Background: an optimization exercise with open tools, aiming at small area. Do not read the settings as production practice.
At most, simulation tests tie the RTL to the original design; equivalence was not proved.
The RTL of runs 2 and 3 was laid out without a check of its function.
Power and IR drop assume default switching activity.

$ cat flow/design.v
`timescale 1ns / 1ps
module apb_bit (
    input wire clk,
    input wire we,
    input wire web,
    input wire d,
    output reg q
);
    always @(posedge clk)
        q <= (q & web) | (d & we);
endmodule
module apb_aoi3 (
    input wire a0, input wire s0,
    input wire a1, input wire s1,
    input wire a2, input wire s2,
    output wire y
);
    assign y = ~((a0 & s0) | (a1 & s1) | (a2 & s2));
endmodule
module apb_nand2 (
    input wire a, input wire s,
    output wire y
);
    assign y = ~(a & s);
endmodule
module apb_nand6 (
    input wire [5:0] x,
    output wire y
);
    assign y = ~&x;
endmodule
module apb_slave (
    input wire PCLK,
    input wire PRESETn,
    input wire PSEL,
    input wire PENABLE,
    input wire PWRITE,
    input wire [31:0] PADDR,
    input wire [31:0] PWDATA,
    output wire [31:0] PRDATA,
    output reg PREADY
);
    reg [3:0] raddr;
    wire [15:0] we;
    wire [15:0] web;
    wire [15:0] sel;
    wire [31:0] q [0:15];
    always @(posedge PCLK or negedge PRESETn) begin
        if (~PRESETn)
            PREADY <= 0;
        else
            PREADY <= 1;
    end
    always @(posedge PCLK)
        raddr <= PADDR[3:0];
    wire wr = PSEL & PENABLE & PWRITE;
    genvar w, b;
    generate
        for (w = 0; w < 16; w = w + 1) begin : word
            assign we[w] = wr & (PADDR[3:0] == w);
            assign web[w] = ~we[w];
            assign sel[w] = (raddr == w);
            for (b = 0; b < 32; b = b + 1) begin : bits
                apb_bit u (.clk(PCLK), .we(we[w]), .web(web[w]), .d(PWDATA[b]), .q(q[w][b]));
            end
        end
        for (b = 0; b < 32; b = b + 1) begin : rd
            wire [5:0] x;
            apb_aoi3 g0 (.a0(q[0][b]),  .s0(sel[0]),  .a1(q[1][b]),  .s1(sel[1]),  .a2(q[2][b]),  .s2(sel[2]),  .y(x[0]));
            apb_aoi3 g1 (.a0(q[3][b]),  .s0(sel[3]),  .a1(q[4][b]),  .s1(sel[4]),  .a2(q[5][b]),  .s2(sel[5]),  .y(x[1]));
            apb_aoi3 g2 (.a0(q[6][b]),  .s0(sel[6]),  .a1(q[7][b]),  .s1(sel[7]),  .a2(q[8][b]),  .s2(sel[8]),  .y(x[2]));
            apb_aoi3 g3 (.a0(q[9][b]),  .s0(sel[9]),  .a1(q[10][b]), .s1(sel[10]), .a2(q[11][b]), .s2(sel[11]), .y(x[3]));
            apb_aoi3 g4 (.a0(q[12][b]), .s0(sel[12]), .a1(q[13][b]), .s1(sel[13]), .a2(q[14][b]), .s2(sel[14]), .y(x[4]));
            apb_nand2 g5 (.a(q[15][b]), .s(sel[15]), .y(x[5]));
            apb_nand6 g6 (.x(x), .y(PRDATA[b]));
        end
    endgenerate
endmodule
$ cat flow/run.sh
#!/bin/bash
# synth_recipe.tcl (not shown) runs the flow's synth.tcl, then flattens the netlist and writes it again
# the make line also repeats each setting of config.mk as NAME=value (left out here)
make -C /OpenROAD-flow-scripts/flow DESIGN_CONFIG=/design/flow/config.mk WORK_HOME=/design/flow/orfs CLKGATE_MAP_FILE= SYNTH_SCRIPT=/design/flow/synth_recipe.tcl finish
$ cat flow/config.mk
export PLATFORM = sky130hd
export DESIGN_NAME = apb_slave
export DESIGN_NICKNAME = apb_slave
export VERILOG_FILES = /design/flow/design.v
export SDC_FILE = /design/flow/constraint.sdc
export NUM_CORES = 4
export LEC_CHECK = 0
export CAP_MARGIN = 20
export CORE_MARGIN = 2
export CORE_UTILIZATION = 40
export CTS_BUF_LIST = sky130_fd_sc_hd__clkbuf_16
export CTS_CLUSTER_DIAMETER = 80
export CTS_CLUSTER_SIZE = 40
export SLEW_MARGIN = 20
export SYNTH_HIERARCHICAL = 1
export SYNTH_MINIMUM_KEEP_SIZE = 0
$ cat flow/constraint.sdc
create_clock -name core_clock -period 5.0 [get_ports {PCLK}]
set_input_delay 1.0000 -clock core_clock [delete_from_list [all_inputs] [get_ports {PCLK}]]
set_output_delay 1.0000 -clock core_clock [all_outputs]
set_load 0.01 [all_outputs]
==> impl_metrics.py, run 1 <==
metrics = {
    "routing": {
        "drt_iter0_drc": 2026,
        "vias_per_cell": 6.71,
        "wire_per_inst_um": 27.5,
        "first_pass_iters": 9,
        "num_vias": 14200,
        "totalWireLength_mm": 58.3,
        "drc_errors": 0,
        "postRouteAntennaNets": 0,
    },
    "clocking": {
        "cts_buffers": 28,
        "clock_sinks": 517,
        "cts_setup_buffers": 0,
        "hold_buffers": 0,
        "clkLatencyLatePin_ps": 600,
        "path_clk_slew_ps": 110,
        "cts_tree": "done",
        "clockBufferDepth": 3,
        "htree_num_levels": 1,
        "ctsResizeCount": 0,
        "cts-root-buf": "clkbuf_16",
    },
    "setup_path": {
        "r2r_start": "word[9].bits[5].u.q",
        "startpoint": "raddr[0]",
        "cp_max_fo": 18,
        "r2r_setup_slack_ps": 4330,
        "ff2ff_path_depth": 1,
        "arrival_ps": 3510,
        "endpoint_kind": "output port",
        "crit_required_ps": 4000,
        "critPathLaunchType": "flip-flop",
        "r2r_end": "word[9].bits[5].u.q",
        "crit_type": "reg -> out",
    },
    "worst_hold_path": {
        "min_from": "word[11].bits[31].u.q",
        "min_to": "word[11].bits[31].u.q",
        "hold_depth": 1,
        "hold_class": "reg -> reg",
    },
    "sta": {
        "fin_skew_ps": 0,
        "setup_ws_ps": 487,
        "rsz0062_at_grt": "false",
        "slew_viol_final": 0,
        "hold_viol": 0,
        "max_freq_mhz": 222,
        "tightest_slew_ps": 1240,
        "period_share_pct": 90.3,
        "setup_violations": 0,
        "maxSlewHeadroom_pct": 17.0,
        "finalSetupTns_ps": 0,
        "period_needed_ps": 4510,
        "holdWs_ps": 494,
    },
    "grt": {
        "grt_use_met2_pct": 41.6,
        "grt_start_max_net_pins": 35,
        "first_global_vias": 14000,
        "grt_pass1_wl_mm": 87.3,
        "antenna_found_initial": 0,
        "grt.total_usage_pct": 25.4,
        "use_met3_pct": 3.82,
        "grt_util_met1_pct": 34.7,
        "overflow": 0,
        "busiest_layer": "met2",
    },
    "synthesis": {
        "async_flop_share_pct": 0.193,
        "ys_warn_count": 8,
        "synth_seq_cells": 517,
        "syn_area_per_cell_um2": 12.8,
        "syn_area_um2": 17400,
        "syn-num-nets": 1431,
        "syn_inst": 1362,
        "synth-edff-count": 0,
        "yosysUniqueCellTypes": 24,
        "synthFlopType": "dfxtp_1",
        "yosysSeqAreaShare_pct": 59.4,
    },
    "placement": {
        "place_congestion": 0.783,
        "dp.cells": 2066,
        "numPortBuffers": 73,
        "post-place-ws_ps": 1200,
        "detailed_place_hpwl_mm": 33.4,
    },
    "die": {
        "die_w_um": 213,
        "die_area_um2": 45200,
        "ios": 102,
        "die_y_um": 213,
        "core-area_um2": 43100,
        "initial_core_util_pct": 40.5,
        "row_count": 76,
    },
    "power_and_ir_drop": {
        "power_density_nw_per_um2": 429,
        "combPwrFrac_pct": 11.1,
        "internal_power_w": 0.00651,
        "p_sw_w": 0.00230,
        "leakage_nw": 7.55,
        "clkPwrFrac_pct": 32.2,
        "p_seq_share_pct": 56.6,
        "ir_drop_uv": 270,
        "sw_frac_of_total_pct": 26.1,
    },
    "layout": {
        "final_layout_size_suffix_gt1_share_pct": 9.26,
        "syn_to_final_growth_pct": 17.9,
        "final_nets": 1580,
        "diodes": 0,
        "layoutNonFillerInstCount": 2118,
    },
    "flow_run": {
        "cap_violations": 0,
    },
    "run_status": {
        "outcome": "complete, no violations",
    },
}
## layout make-up
| cell class | count | area (um^2) |
|---|---|---|
| Fill cell | 3855 | 22500 |
| Sequential cell | 517 | 10400 |
| Multi-Input combinational cell | 839 | 7250 |
| Timing Repair Buffer | 125 | 1130 |
| Tap cell | 585 | 732 |
| Clock buffer | 29 | 726 |
| Clock inverter | 23 | 350 |
## modules after synthesis, one instance, submodules excluded
module     times used  cells inside  cell area, um^2  flip-flops and latches
apb_slave           1            82              529                       5
apb_nand6          32             2             13.8                       0
apb_nand2          32             1             3.75                       0
apb_aoi3          160             1             10.0                       0
apb_bit           512             2             28.8                       1
## power by group through the flow
stage	registers (W)	clock network, W	logic, W
floorplan	0.00499	0	0.000663
global placement	0.00505	0	0.000956
detailed placement	0.00507	0	0.000981
CTS	0.00498	0.00289	0.000984
global route	0.00505	0.00303	0.00106
finish	0.00499	0.00284	0.000982
## registers in the layout, summed over array words and instances (netlist names)
signal,flops
PREADY,1
raddr,4
word.bits.u.q,512
## critical path, cell delays in order, from the launching register on
cell	delay (ps)
dfxtp_1	520
nand2b_1	280
nor2_4	610
buf_4	370
a222oi_1	110
and4_1	250
nand3_1	190
clkdlybuf4s50_1	580
## cell usage after synthesis (6+ instances only)
| cell type | number | area share, % |
|---|---|---|
| a222oi_1 | 160 | 9.2 |
| a22o_1 | 512 | 26 |
| and4_1 | 33 | 1.7 |
| buf_2 | 6 | 0.17 |
| dfxtp_1 | 516 | 59 |
| nand2_1 | 41 | 0.88 |
| nand2b_1 | 6 | 0.22 |
| nand3_1 | 39 | 1.1 |
| nor2_1 | 16 | 0.34 |
| nor3_1 | 12 | 0.34 |
## layer usage
metal  part of all wire, %  wire length (um)
met1                    42             24700
met3                   8.3              4860
met2                    47             27200
met5                     0                 0
met4                   2.7              1600
## how the worst max path moves through the flow
stage	endpoint	slack, ps	depth (start not counted)
floorplan	PRDATA[0]	830	3
global placement	PRDATA[1]	1230	7
detailed placement	PRDATA[1]	1200	7
CTS	PRDATA[1]	530	7
global route	PRDATA[1]	420	7
finish	PRDATA[1]	490	7
## kinds of logic (layout without fill, tap and decap cells)
kind of cell / after synthesis / after routing / synth area share [%]
other cells: 1 / 1 / 0.0215
flops: 517 / 517 / 59.4
compound gates: 672 / 672 / 34.9
simple gates: 166 / 166 / 5.46
buf+inv: 6 / 177 / 0.172
## stage by stage
stage / power, W / utilization (%) / cell area (um^2)
floorplan: 0.00565 / - / 17400
global placement: 0.00600 / 45.2 / 19500
detailed placement: 0.00605 / 45.2 / 19500
CTS: 0.00885 / 47.7 / 20500
global route: 0.00914 / 47.7 / 20500
finish: 0.00881 / 47.7 / 20500
## layout by cell type (no fill, tap or decap), types with 13 or more instances in the layout
cell type        count
and4_1              33
clkdlybuf4s50_1     73
nand2_1             41
dfxtp_1            516
nor3_2              13
a22o_1             512
clkbuf_16           29
nand3_1             33
buf_4               51
nor2_4              15
a222oi_1           160
==> run 2: changes to the inputs <==
==> flow/design.v (replaced) <==
`timescale 1ns / 1ps
module apb_slave (
    input wire PCLK,
    input wire PRESETn,
    input wire PSEL,
    input wire PENABLE,
    input wire PWRITE,
    input wire [31:0] PADDR,
    input wire [31:0] PWDATA,
    output wire [31:0] PRDATA,
    output reg PREADY
);
    reg [31:0] mem [0:15];
    reg [3:0] raddr;
    always @(posedge PCLK or negedge PRESETn) begin
        if (~PRESETn)
            PREADY <= 0;
        else
            PREADY <= 1;
    end
    always @(posedge PCLK) begin
        raddr <= PADDR[3:0];
        if (PSEL && PENABLE && PWRITE)
            mem[PADDR[3:0]] <= PWDATA;
    end
    assign PRDATA = mem[raddr];
endmodule
--- a/flow/config.mk
+++ b/flow/config.mk
@@ -10,7 +10,2 @@
 export CORE_UTILIZATION = 40
-export CTS_BUF_LIST = sky130_fd_sc_hd__clkbuf_16
-export CTS_CLUSTER_DIAMETER = 80
-export CTS_CLUSTER_SIZE = 40
 export SLEW_MARGIN = 20
-export SYNTH_HIERARCHICAL = 1
-export SYNTH_MINIMUM_KEEP_SIZE = 0
==> impl_metrics.py, run 2 <==
metrics = {
    "die": {
        "core-area_um2": 47600,
        "ios": 102,
        "row_count": 80,
        "die_area_um2": 50000,
        "die_w_um": 224,
        "die_y_um": 224,
        "initial_core_util_pct": 40.5,
    },
    "setup_path": {
        "arrival_ps": 3240,
        "crit_required_ps": 4000,
        "critPathLaunchType": "flip-flop",
        "endpoint_kind": "output port",
        "cp_max_fo": 32,
        "crit_type": "reg -> out",
    },
    "routing": {
        "postRouteAntennaNets": 0,
        "drt_iter0_drc": 917,
        "drc_errors": 0,
        "totalWireLength_mm": 40.5,
        "num_vias": 8633,
        "vias_per_cell": 5.49,
        "wire_per_inst_um": 25.7,
        "first_pass_iters": 5,
    },
    "sta": {
        "max_freq_mhz": 236,
        "setup_ws_ps": 758,
        "finalSetupTns_ps": 0,
        "period_needed_ps": 4240,
        "slew_viol_final": 0,
        "hold_viol": 0,
        "holdWs_ps": 561,
        "maxSlewHeadroom_pct": 27.1,
        "rsz0062_at_grt": "false",
        "tightest_slew_ps": 1090,
        "setup_violations": 0,
        "period_share_pct": 84.8,
    },
    "layout": {
        "fin_util_pct": 47.3,
        "final_layout_size_suffix_gt1_share_pct": 24.8,
        "largest_reg_flops": 512,
        "diodes": 0,
        "layout_common_cells": "edfxtp_1, mux4_2, clkdlybuf4s50_1, a22oi_1, clkbuf_16",
        "final_nets": 993,
        "syn_to_final_growth_pct": 16.6,
        "layout_commonest_cell": "edfxtp_1",
    },
    "synthesis": {
        "syn_inst": 813,
        "syn-num-nets": 882,
        "synth_seq_cells": 517,
        "yosysUniqueCellTypes": 20,
        "syn_area_per_cell_um2": 23.8,
        "synth.most_common_cell": "edfxtp_1",
        "yosysTopAreaCell": "edfxtp_1",
        "synthTopCellsByArea": "edfxtp_1, mux4_2, a22oi_1",
        "async_flop_share_pct": 0.193,
        "ys_warn_count": 1,
        "syn_area_um2": 19300,
        "synth_common_cells": "edfxtp_1, mux4_2, a22oi_1",
        "synthFlopType": "edfxtp_1",
        "yosysSeqAreaShare_pct": 80.2,
        "synth-edff-count": 512,
        "yosysTopAreaCellShare_pct": 79.6,
    },
    "power_and_ir_drop": {
        "ir_drop_uv": 224,
        "total_power_w": 0.00867,
        "power_density_nw_per_um2": 385,
        "leakage_nw": 6.96,
    },
    "worst_hold_path": {
        "hold_class": "in -> async",
    },
    "placement": {
        "detailed_place_hpwl_mm": 20.3,
        "place_congestion": 0.688,
        "post-place-ws_ps": 1320,
        "numPortBuffers": 73,
    },
    "grt": {
        "first_global_vias": 8975,
        "grt.total_usage_pct": 16.5,
        "overflow": 0,
        "grt_pass1_wl_mm": 59.3,
        "grt_start_max_net_pins": 129,
        "antenna_found_initial": 2,
    },
    "clocking": {
        "htree_num_levels": 2,
        "clockBufferDepth": 3,
        "ctsResizeCount": 0,
        "cts-root-buf": "clkbuf_16",
        "cts_tree": "done",
        "hold_buffers": 0,
        "path_clk_slew_ps": 60,
        "clock_sinks": 517,
        "cts_setup_buffers": 0,
        "cts_buffers": 51,
    },
    "flow_run": {
        "cap_violations": 0,
    },
    "run_status": {
        "outcome": "complete, no violations",
    },
}
-- run 2: cell count changes after synthesis, sizes merged, moves of 9 or more --
cell,delta
mux4,+128
edfxtp,+512
and4,-33
a222oi,-160
a22o,-512
dfxtp,-512
nand3,-38
a22oi,+64
clkbuf,+17
nor3,-9
buf,+20
-- run 2: how the worst max path moves through the flow --
stage | slack [ps] | cells after the start | startpoint | end
floorplan | 640 | 3 | PWRITE | mem[0][0]
global placement | 1310 | 5 | flip-flop | PRDATA[1]
detailed placement | 1320 | 5 | flip-flop | PRDATA[22]
CTS | 680 | 5 | flip-flop | PRDATA[22]
global route | 570 | 5 | flip-flop | PRDATA[22]
finish | 760 | 5 | flip-flop | PRDATA[22]
-- run 2: cells by family after synthesis --
group / count (synthesis) / synth area share, %
other: 1 / 0.0194
AND/OR/NAND/NOR: 60 / 1.34
AO/OA/AOI/OAI: 64 / 2.49
flip-flops: 517 / 80.2
multiplexers: 128 / 14.9
buffers and inverters: 43 / 1.06
-- run 2: cell type report --
| class | instances | area (um^2) |
|---|---|---|
| Fill cell | 3842 | 25100 |
| Timing Repair Buffer | 101 | 1040 |
| Tap cell | 615 | 769 |
| Clock inverter | 18 | 75.1 |
| Multi-Input combinational cell | 253 | 3760 |
| Clock buffer | 69 | 1390 |
| Sequential cell | 517 | 15500 |
-- run 2: worst max-delay path: stages, from the launching register on --
cell and delay (ps):
dfxtp_4 830, buf_12 330, mux4_2 530, a22oi_1 230, nand2_1 190, clkdlybuf4s50_1 530
-- run 2: report_power, final --
| group | internal [W] | total, W | switching (W) |
|---|---|---|---|
| sequential | 0.00479 | 0.00481 | 0.0000165 |
| clock | 0.00192 | 0.00343 | 0.00151 |
| combinational | 0.000206 | 0.000431 | 0.000225 |
| total | 0.00692 | 0.00867 | 0.00175 |
-- run 2: metal layers --
metal  vias to the layer above  routed length (um)  GRT usage (%)  part of all wire [%]
li1                       3714                   -              -                     -
met1                      4638               18800           24.0                    46
met2                       214               18900           25.9                    47
met3                        63                1990           2.78                   4.9
met4                         4                 758           4.52                   1.9
met5                         -                  22              0                 0.054
-- run 2: stage by stage --
step | cells | area (um^2)
floorplan | 813 | 19300
global placement | 1486 | 21100
detailed placement | 1486 | 21100
CTS | 1573 | 22500
global route | 1573 | 22500
finish | 1573 | 22500
==> run 3: changes to the inputs <==
==> flow/design.v (replaced) <==
`timescale 1ns / 1ps
module apb_slave (
    input wire PCLK,         
    input wire PRESETn,      
    input wire PSEL,         
    input wire PENABLE,      
    input wire PWRITE,       
    input wire [31:0] PADDR,  
    input wire [31:0] PWDATA,  
    output reg [31:0] PRDATA,  
    output reg PREADY        
);
    reg [31:0] mem [0:15];   
    always @(posedge PCLK or negedge PRESETn) begin
        if (~PRESETn)
            PREADY <= 0;
        else
            PREADY <= 1;   
    end
    always @(posedge PCLK) begin
        if (PSEL && PENABLE) begin
            if (PWRITE) begin
                mem[PADDR[3:0]] <= PWDATA;  
            end else begin
                PRDATA <= mem[PADDR[3:0]];  
            end
        end
    end
endmodule
==> impl_metrics.py, run 3 <==
metrics = {
    "power_and_ir_drop": {
        "ir_drop_uv": 289,
        "leakage_nw": 7.44,
        "power_density_nw_per_um2": 405,
    },
    "layout": {
        "layout_commonest_cell": "edfxtp_1",
        "final_layout_size_suffix_gt1_share_pct": 25.8,
        "stdcell_area_um2": 23900,
        "syn_to_final_growth_pct": 17.8,
        "diodes": 0,
        "largest_reg_flops": 512,
        "layout_common_cells": "edfxtp_1, mux4_2, clkdlybuf4s50_1, a22oi_1, clkbuf_16",
        "layoutNonFillerInstCount": 1679,
        "final_nets": 1030,
    },
    "synthesis": {
        "syn_inst": 847,
        "synth_common_cells": "edfxtp_1, mux4_2, a22oi_1",
        "yosysTopAreaCellShare_pct": 80.7,
        "synthTopCellsByArea": "edfxtp_1, mux4_2, a22oi_1",
        "async_flop_share_pct": 0.183,
        "syn_area_per_cell_um2": 23.9,
        "ys_warn_count": 1,
        "syn_area_um2": 20200,
        "syn-num-nets": 916,
        "synthFlopType": "edfxtp_1",
        "synth_seq_cells": 545,
        "yosysTopAreaCell": "edfxtp_1",
        "yosysSeqAreaShare_pct": 80.8,
        "yosysUniqueCellTypes": 20,
        "synth.most_common_cell": "edfxtp_1",
        "synth-edff-count": 544,
    },
    "clocking": {
        "cts_buffers": 55,
        "path_clk_slew_ps": 60,
        "ctsResizeCount": 0,
        "htree_num_levels": 2,
        "clock_sinks": 545,
        "clkLatencyLatePin_ps": 620,
        "cts-root-buf": "clkbuf_16",
        "clockBufferDepth": 3,
        "cts_setup_buffers": 0,
        "hold_buffers": 0,
        "cts_tree": "done",
    },
    "placement": {
        "dp.cells": 1576,
        "place_area_um2": 22000,
        "detailed_place_hpwl_mm": 23.2,
        "post-place-ws_ps": 1240,
        "numPortBuffers": 73,
        "place_congestion": 0.686,
    },
    "grt": {
        "grt.total_usage_pct": 16.2,
        "antenna_found_initial": 0,
        "grt_pass1_wl_mm": 62.7,
        "first_global_vias": 9479,
        "overflow": 0,
        "grt_start_max_net_pins": 110,
    },
    "setup_path": {
        "arrival_ps": 3370,
        "cp_max_fo": 20,
        "critPathLaunchType": "input pin",
        "crit_chain": "clkdlybuf4s50_1, nand2_1, nor2_4, buf_4",
        "crit_required_ps": 5300,
        "r2r_setup_slack_ps": 3400,
        "cp_num_buf_inv": 2,
        "slowest_stage": "clkdlybuf4s50_1",
        "endpoint_kind": "flip-flop",
        "crit_type": "in -> reg",
        "path_delay_family": "buffers and inverters",
        "max_stage_delay_ps": 870,
    },
    "die": {
        "ios": 102,
        "die_area_um2": 52400,
        "core-area_um2": 50100,
        "die_w_um": 229,
        "initial_core_util_pct": 40.4,
        "die_y_um": 229,
        "row_count": 82,
    },
    "worst_hold_path": {
        "hold_class": "in -> async",
    },
    "routing": {
        "vias_per_cell": 5.34,
        "drc_errors": 0,
        "wire_per_inst_um": 24.9,
        "totalWireLength_mm": 41.8,
        "num_vias": 8972,
        "drt_iter0_drc": 851,
        "first_pass_iters": 5,
        "postRouteAntennaNets": 0,
    },
    "sta": {
        "period_needed_ps": 3070,
        "hold_viol": 0,
        "rsz0062_at_grt": "false",
        "fin_skew_ps": 22.0,
        "finalSetupTns_ps": 0,
        "tightest_slew_ps": 962,
        "slew_viol_final": 0,
        "maxSlewHeadroom_pct": 35.8,
        "period_share_pct": 61.4,
        "max_freq_mhz": 326,
        "setup_violations": 0,
        "setup_ws_ps": 1930,
    },
    "run_status": {
        "outcome": "complete, no violations",
    },
    "flow_run": {
        "cap_violations": 0,
    },
}
run 3: per-layer routing:
metal / global-route usage, % / part of all wire [%]
met1: 22.7 / 44
met2: 26.2 / 49
met3: 3.91 / 6.3
met4: 3.31 / 1.5
met5: 0 / 0
run 3: layout make-up:
type	count	area, um^2
Clock buffer	66	1420
Clock inverter	37	438
Timing Repair Buffer	104	1030
Sequential cell	545	16400
Tap cell	672	841
Fill cell	4146	26200
Multi-Input combinational cell	255	3770
run 3: cell families (layout without fill, tap and decap cells):
logic type             after synthesis  count (layout)  synth area share (%)
other                                1               1                0.0185
muxes                              128             128                  14.2
and+or+nand+nor                     62              62                  1.32
buffers and inverters               47             207                  1.26
DFF                                545             545                  80.8
AOI/OAI and AO/OA                   64              64                  2.37
run 3: final timing paths:
path	start	to	cells past startpoint
max in group asynchronous	PRESETn	PREADY	1
setup / recovery	PADDR[3]	mem[14][1]	4
setup reg to reg	mem[11][26]	PRDATA[26]	3
hold reg to reg	mem[6][0]	PRDATA[0]	3
hold / removal	PRESETn	PREADY	1
min in group core_clock	mem[6][0]	PRDATA[0]	3
run 3: metrics by stage:
stage | hold slack [ps] | util [%] | power (W)
after global placement | 733 | 43.9 | 0.00556
after CTS | 486 | 47.7 | 0.00978
after global routing | 486 | 47.7 | 0.00998
final | 523 | 47.7 | 0.00967
after floorplan | 704 | - | 0.00539
after detailed placement | 744 | 43.9 | 0.00557
run 3: report_power, final:
part           switching (W)  internal [W]  leakage, nW
registers         0.00000741       0.00507         4.92
logic               0.000222      0.000163         1.61
clock network        0.00171       0.00250        0.908
total                0.00194       0.00773         7.44
run 3: worst register-to-register path, stage by stage, from the launching register on:
cell and delay, ps:
edfxtp_1 370, mux4_2 470, a22oi_1 340, nand2_1 140

-- afterwards: timing with drivers on the ports --
No port has a modelled driver above. Below, the same layouts with a new extraction and two added sets of constraints.
Step 1, drivers: a clkbuf_16 drives PCLK and a buf_2 each remaining input, both assumed.
Step 2 adds t to the input delays and takes it off the output delays; t is the mean of the earliest and latest rising clock arrival at the registers after step 1. Input paths then give back, and output paths get back, about the clock's delay inside the block.
Slacks: no drivers / after step 1 / after step 2; pairs: no drivers / after step 1.
run | t, ns | setup WS [ns] | clock arrival spread, ns | slew at the worst register clock pin (ns) | worst data-port slew with drivers (ns)
run 1 | 0.650 | 0.487 / 0.431 / 1.081 | 0.042 / 0.042 | 0.12 / 0.12 | 0.08
run 2 | 0.625 | 0.758 / 0.706 / 1.331 | 0.018 / 0.017 | 0.06 / 0.06 | 0.09
run 3 | 0.665 | 1.932 / 1.963 / 1.299 | 0.024 / 0.025 | 0.07 / 0.07 | 0.09
After both steps setup and hold are still met in every run listed. For run 3, which loses most, drivers alone change the setup slack by +0.031 ns; drivers and shift together by -0.633 ns.
